Context: an optimization exercise on an open-source flow, tuned for small area. The choices shown serve that exercise and are no tape-out recipe.
At most, simulation tests tie the RTL to the original design; equivalence was not proved.
No activity file was given, so power comes from the tool's default toggle rates.

==> inputs of delta <==
## sauria_sa_top
module sauria_sa_top #(
    parameter X = 4,
    parameter Y = 4,
    parameter IA_W = 8,
    parameter IB_W = 8,
    parameter OC_W = 32,
    parameter TH_W = 2
)(
    input  logic                 i_clk,
    input  logic                 i_rstn,
    input  logic [Y*IA_W-1:0]    i_a,
    input  logic [X*IB_W-1:0]    i_b,
    input  logic [Y*OC_W-1:0]    i_c,
    input  logic                 i_reg_clear,
    input  logic                 i_pipeline_en,
    input  logic [X-1:0]         i_cswitch,
    input  logic                 i_cscan_en,
    input  logic [TH_W-1:0]      i_thres,
    output logic [Y*OC_W-1:0]    o_c
);
==> module sauria_sa_top, before the edit <==
module sauria_sa_top #(
    parameter X = 4,
    parameter Y = 4,
    parameter IA_W = 8,
    parameter IB_W = 8,
    parameter OC_W = 32,
    parameter TH_W = 2
)(
    input  logic                 i_clk,
    input  logic                 i_rstn,
    input  logic [Y*IA_W-1:0]    i_a,
    input  logic [X*IB_W-1:0]    i_b,
    input  logic [Y*OC_W-1:0]    i_c,
    input  logic                 i_reg_clear,
    input  logic                 i_pipeline_en,
    input  logic [X-1:0]         i_cswitch,
    input  logic                 i_cscan_en,
    input  logic [TH_W-1:0]      i_thres,
    output logic [Y*OC_W-1:0]    o_c
);
logic en, clr;
assign en  = i_pipeline_en;
assign clr = i_reg_clear;
logic ld, hd;
sa_ld_hd u_ld_hd (.en(en), .clr(clr), .ld(ld), .hd(hd));
logic [TH_W-1:0] thr_q;
always_ff @(posedge i_clk or negedge i_rstn) begin
    if (!i_rstn) thr_q <= '0;
    else         thr_q <= ({TH_W{ld}} & i_thres) | ({TH_W{hd}} & thr_q);
end
logic [Y*(X+1)*IA_W-1:0] a_w;
logic [(Y+1)*X*IB_W-1:0] b_w;
logic [Y*X-1:0]          cs_w;
logic [Y*(X+1)*OC_W-1:0] sc_w;
genvar j, i;
generate
    for (j = 0; j < Y; j++) begin : rows
        assign sc_w[((j)*(X+1)+(X))*OC_W +: OC_W] = i_c[OC_W*j +: OC_W];
        assign o_c[OC_W*j +: OC_W] = sc_w[((j)*(X+1)+(0))*OC_W +: OC_W];
        for (i = 0; i <= X; i++) begin : a_chain
            logic [IA_W-1:0] a_q, a_d;
            if (i == 0) begin : in
                assign a_d = i_a[IA_W*j +: IA_W];
            end else begin : prev
                assign a_d = a_w[((j)*(X+1)+(i-1))*IA_W +: IA_W];
            end
            always_ff @(posedge i_clk or negedge i_rstn) begin
                if (!i_rstn) a_q <= '0;
                else         a_q <= ({IA_W{ld}} & a_d) | ({IA_W{hd}} & a_q);
            end
            assign a_w[((j)*(X+1)+(i))*IA_W +: IA_W] = a_q;
        end
    end
    for (j = 0; j <= Y; j++) begin : b_rows
        for (i = 0; i < X; i++) begin : b_chain
            logic [IB_W-1:0] b_q, b_d;
            if (j == 0) begin : in
                assign b_d = i_b[IB_W*i +: IB_W];
            end else begin : prev
                assign b_d = b_w[((j-1)*X+(i))*IB_W +: IB_W];
            end
            always_ff @(posedge i_clk or negedge i_rstn) begin
                if (!i_rstn) b_q <= '0;
                else         b_q <= ({IB_W{ld}} & b_d) | ({IB_W{hd}} & b_q);
            end
            assign b_w[((j)*X+(i))*IB_W +: IB_W] = b_q;
        end
    end
    for (j = 0; j < Y; j++) begin : pe_rows
        for (i = 0; i < X; i++) begin : pe
            logic            cs_q, cs_d;
            logic            negl_q, negl_d;
            logic [IA_W-1:0] za;
            logic [IB_W-1:0] zb;
            logic            small_a, small_b;
            logic [OC_W-1:0] acc_q, sc_q, sc_in, addend, acc_d;
            logic            kill, x_sc, x_acc, s_acc, s_in, s_hold;
            if (j == 0) begin : in
                assign cs_d = i_cswitch[i];
            end else begin : prev
                assign cs_d = cs_w[(j-1)*X+(i)];
            end
            always_ff @(posedge i_clk or negedge i_rstn) begin
                if (!i_rstn) cs_q <= 1'b0;
                else         cs_q <= (ld & cs_d) | (hd & cs_q);
            end
            assign cs_w[(j)*X+(i)] = cs_q;
            assign za = a_w[((j)*(X+1)+(i))*IA_W +: IA_W];
            assign zb = b_w[((j)*X+(i))*IB_W +: IB_W];
            always_comb begin
                case (thr_q)
                    2'd1:    begin small_a = &za[7:1] | ~|za[7:1]; small_b = &zb[7:1] | ~|zb[7:1]; end
                    2'd2:    begin small_a = &za[7:2] | ~|za[7:2]; small_b = &zb[7:2] | ~|zb[7:2]; end
                    2'd3:    begin small_a = &za[7:3] | ~|za[7:3]; small_b = &zb[7:3] | ~|zb[7:3]; end
                    default: begin small_a = 1'b0;                 small_b = 1'b0;                 end
                endcase
            end
            assign negl_d = small_a & small_b;
            always_ff @(posedge i_clk or negedge i_rstn) begin
                if (!i_rstn) negl_q <= 1'b0;
                else         negl_q <= (ld & negl_d) | (hd & negl_q);
            end
            assign kill   = negl_q;
            sa_pe_sel u_sel (
                .en(en), .clr(clr), .cscan(i_cscan_en), .cs(cs_q),
                .x_sc(x_sc), .x_acc(x_acc), .s_acc(s_acc), .s_in(s_in), .s_hold(s_hold)
            );
            assign addend = ({OC_W{x_sc}} & sc_q) | ({OC_W{x_acc}} & acc_q);
            sa_mac mac (
                .a    (a_w[((j)*(X+1)+(i+1))*IA_W +: IA_W]),
                .b    (b_w[((j+1)*X+(i))*IB_W +: IB_W]),
                .kill (kill),
                .x    (addend),
                .y    (acc_d)
            );
            always_ff @(posedge i_clk or negedge i_rstn) begin
                if (!i_rstn) acc_q <= '0;
                else         acc_q <= ({OC_W{ld}} & acc_d) | ({OC_W{hd}} & acc_q);
            end
            assign sc_in = sc_w[((j)*(X+1)+(i+1))*OC_W +: OC_W];
            always_ff @(posedge i_clk or negedge i_rstn) begin
                if (!i_rstn) sc_q <= '0;
                else         sc_q <= ({OC_W{s_acc}} & acc_q) | ({OC_W{s_in}} & sc_in) | ({OC_W{s_hold}} & sc_q);
            end
            assign sc_w[((j)*(X+1)+(i))*OC_W +: OC_W] = sc_q;
        end
    end
endgenerate
endmodule
==> module sa_pe_sel, before the edit <==
module sa_pe_sel (
    input  logic en,
    input  logic clr,
    input  logic cscan,
    input  logic cs,
    output logic x_sc,
    output logic x_acc,
    output logic s_acc,
    output logic s_in,
    output logic s_hold
);
logic swap;
assign swap   = en & cs;
assign x_sc   = cs;
assign x_acc  = ~cs;
assign s_acc  = swap & ~clr;
assign s_in   = ~swap & en & cscan & ~clr;
assign s_hold = ~swap & ~(en & cscan) & ~clr;
endmodule
Settings: LEC_CHECK=0, CAP_MARGIN=20, CORE_MARGIN=2, CORE_UTILIZATION=40, CTS_BUF_LIST=sky130_fd_sc_hd__clkbuf_8, CTS_CLUSTER_SIZE=20, PLACE_DENSITY=0.6, SLEW_MARGIN=20, SYNTH_HIERARCHICAL=1; clock period 5.5 ns.
run.sh (not shown) runs the stock make flow with config.mk's settings and CLKGATE_MAP_FILE= SYNTH_SCRIPT=/design/flow/synth_recipe.tcl, a recipe that flattens the netlist after the stock synthesis.
==> inputs of ember, as changes to delta <==
--- a/flow/design.v
+++ b/flow/design.v
@@ -605,10 +605,9 @@
                 if (!i_rstn) negl_q <= 1'b0;
                 else         negl_q <= (ld & negl_d) | (hd & negl_q);
             end
-            assign kill   = negl_q;
             sa_pe_sel u_sel (
-                .en(en), .clr(clr), .cscan(i_cscan_en), .cs(cs_q),
-                .x_sc(x_sc), .x_acc(x_acc), .s_acc(s_acc), .s_in(s_in), .s_hold(s_hold)
+                .en(en), .clr(clr), .cscan(i_cscan_en), .cs(cs_q), .negl(negl_q),
+                .kill(kill), .x_sc(x_sc), .x_acc(x_acc), .s_acc(s_acc), .s_in(s_in), .s_hold(s_hold)
             );
             assign addend = ({OC_W{x_sc}} & sc_q) | ({OC_W{x_acc}} & acc_q);
             sa_mac mac (
@@ -620,7 +619,7 @@
             );
             always_ff @(posedge i_clk or negedge i_rstn) begin
                 if (!i_rstn) acc_q <= '0;
-                else         acc_q <= ({OC_W{ld}} & acc_d) | ({OC_W{hd}} & acc_q);
+                else         acc_q <= acc_d;
             end
             assign sc_in = sc_w[((j)*(X+1)+(i+1))*OC_W +: OC_W];
             always_ff @(posedge i_clk or negedge i_rstn) begin
@@ -646,6 +645,8 @@
     input  logic clr,
     input  logic cscan,
     input  logic cs,
+    input  logic negl,
+    output logic kill,
     output logic x_sc,
     output logic x_acc,
     output logic s_acc,
@@ -654,8 +655,9 @@
 );
 logic swap;
 assign swap   = en & cs;
-assign x_sc   = cs;
-assign x_acc  = ~cs;
+assign kill   = negl | ~en | clr;
+assign x_sc   = swap & ~clr;
+assign x_acc  = ~swap & ~clr;
 assign s_acc  = swap & ~clr;
 assign s_in   = ~swap & en & cscan & ~clr;
 assign s_hold = ~swap & ~(en & cscan) & ~clr;
Settings changed: CTS_BUF_LIST sky130_fd_sc_hd__clkbuf_8 to not set, CTS_CLUSTER_SIZE 20 to not set.
==> inputs of amber, as changes to delta <==
Settings changed: CTS_BUF_LIST sky130_fd_sc_hd__clkbuf_8 to not set, CTS_CLUSTER_SIZE 20 to not set.
==> run notes <==
CTS Root Cell: amber clkbuf_16; ember clkbuf_16; delta clkbuf_8
Post-layout instance area: amber 115000 um^2; ember 115000 um^2; delta 115000 um^2
Sequential power: amber 12.1 mW; ember 12.2 mW; delta 12.2 mW
First-pass detailed-route iteration total: amber 10; ember 10; delta 11
Overall power: amber 40.0 mW; ember 34.1 mW; delta 39.4 mW
Fin cells: amber 13000; ember 12800; delta 13100
Status: amber no timing/DRC/antenna violations; ember no timing/DRC/antenna violations; delta no timing/DRC/antenna violations
Source of the critical timing path: amber pe_rows[1].pe[1].negl_q; ember i_pipeline_en; delta pe_rows[3].pe[3].negl_q
Detailed-placement wirelength estimate: amber 227000 um; ember 214000 um; delta 227000 um
Fraction of synthesized cell area in xor and xnor cells: amber 0.0415; ember 0.0436; delta 0.0415
Number of non-clock buffers: amber 615; ember 1144; delta 615
Total clock buffers created by CTS: amber 165; ember 161; delta 281
Num rows: amber 184; ember 180; delta 184
Post-synthesis adder-cell area fraction: amber 0.201; ember 0.212; delta 0.201
Post-route minimum period: amber 5.24 ns; ember 5.35 ns; delta 5.24 ns
Worst IR Drop VDD: amber 0.419 mV; ember 0.294 mV; delta 0.365 mV
Proportion of cell area occupied by registers: amber 0.299; ember 0.299; delta 0.299
Sequential share of power: amber 0.304; ember 0.358; delta 0.309
H-tree levels: amber 4; ember 4; delta 5
Only the layout flow was run in ember; the RTL was not checked for function there.

-- afterwards: timing with drivers on the ports --
The flow's constraints put no driver on any port. The routed layouts listed below were extracted and timed again, unchanged, in two steps. Step 1 sets driving cells, clkbuf_16 on the clock port and buf_2 on the other inputs (assumed; they add their load-dependent delay and slew). Step 2 adds t to the input delays and takes it off the output delays; t is the mean of the earliest and latest rising clock arrival at the registers after step 1. Input paths then give back, and output paths get back, about the clock's delay inside the block. Slacks: no drivers / after step 1 / after step 2; pairs: no drivers / after step 1.
| run | t, ns | setup WS [ns] | clock arrival spread, ns |
|---|---|---|---|
| delta | 1.109 | 0.257 / 0.257 / 0.257 | 0.071 / 0.070 |
| ember | 0.922 | 0.151 / 0.214 / -0.708 | 0.053 / 0.053 |
| amber | 0.930 | 0.263 / 0.263 / 0.263 | 0.039 / 0.039 |
Met with ideal ports but missed after step 2: setup timing in ember. The setup slack of ember, which loses most, moves by +0.063 ns with the drivers and by -0.859 ns with both steps.
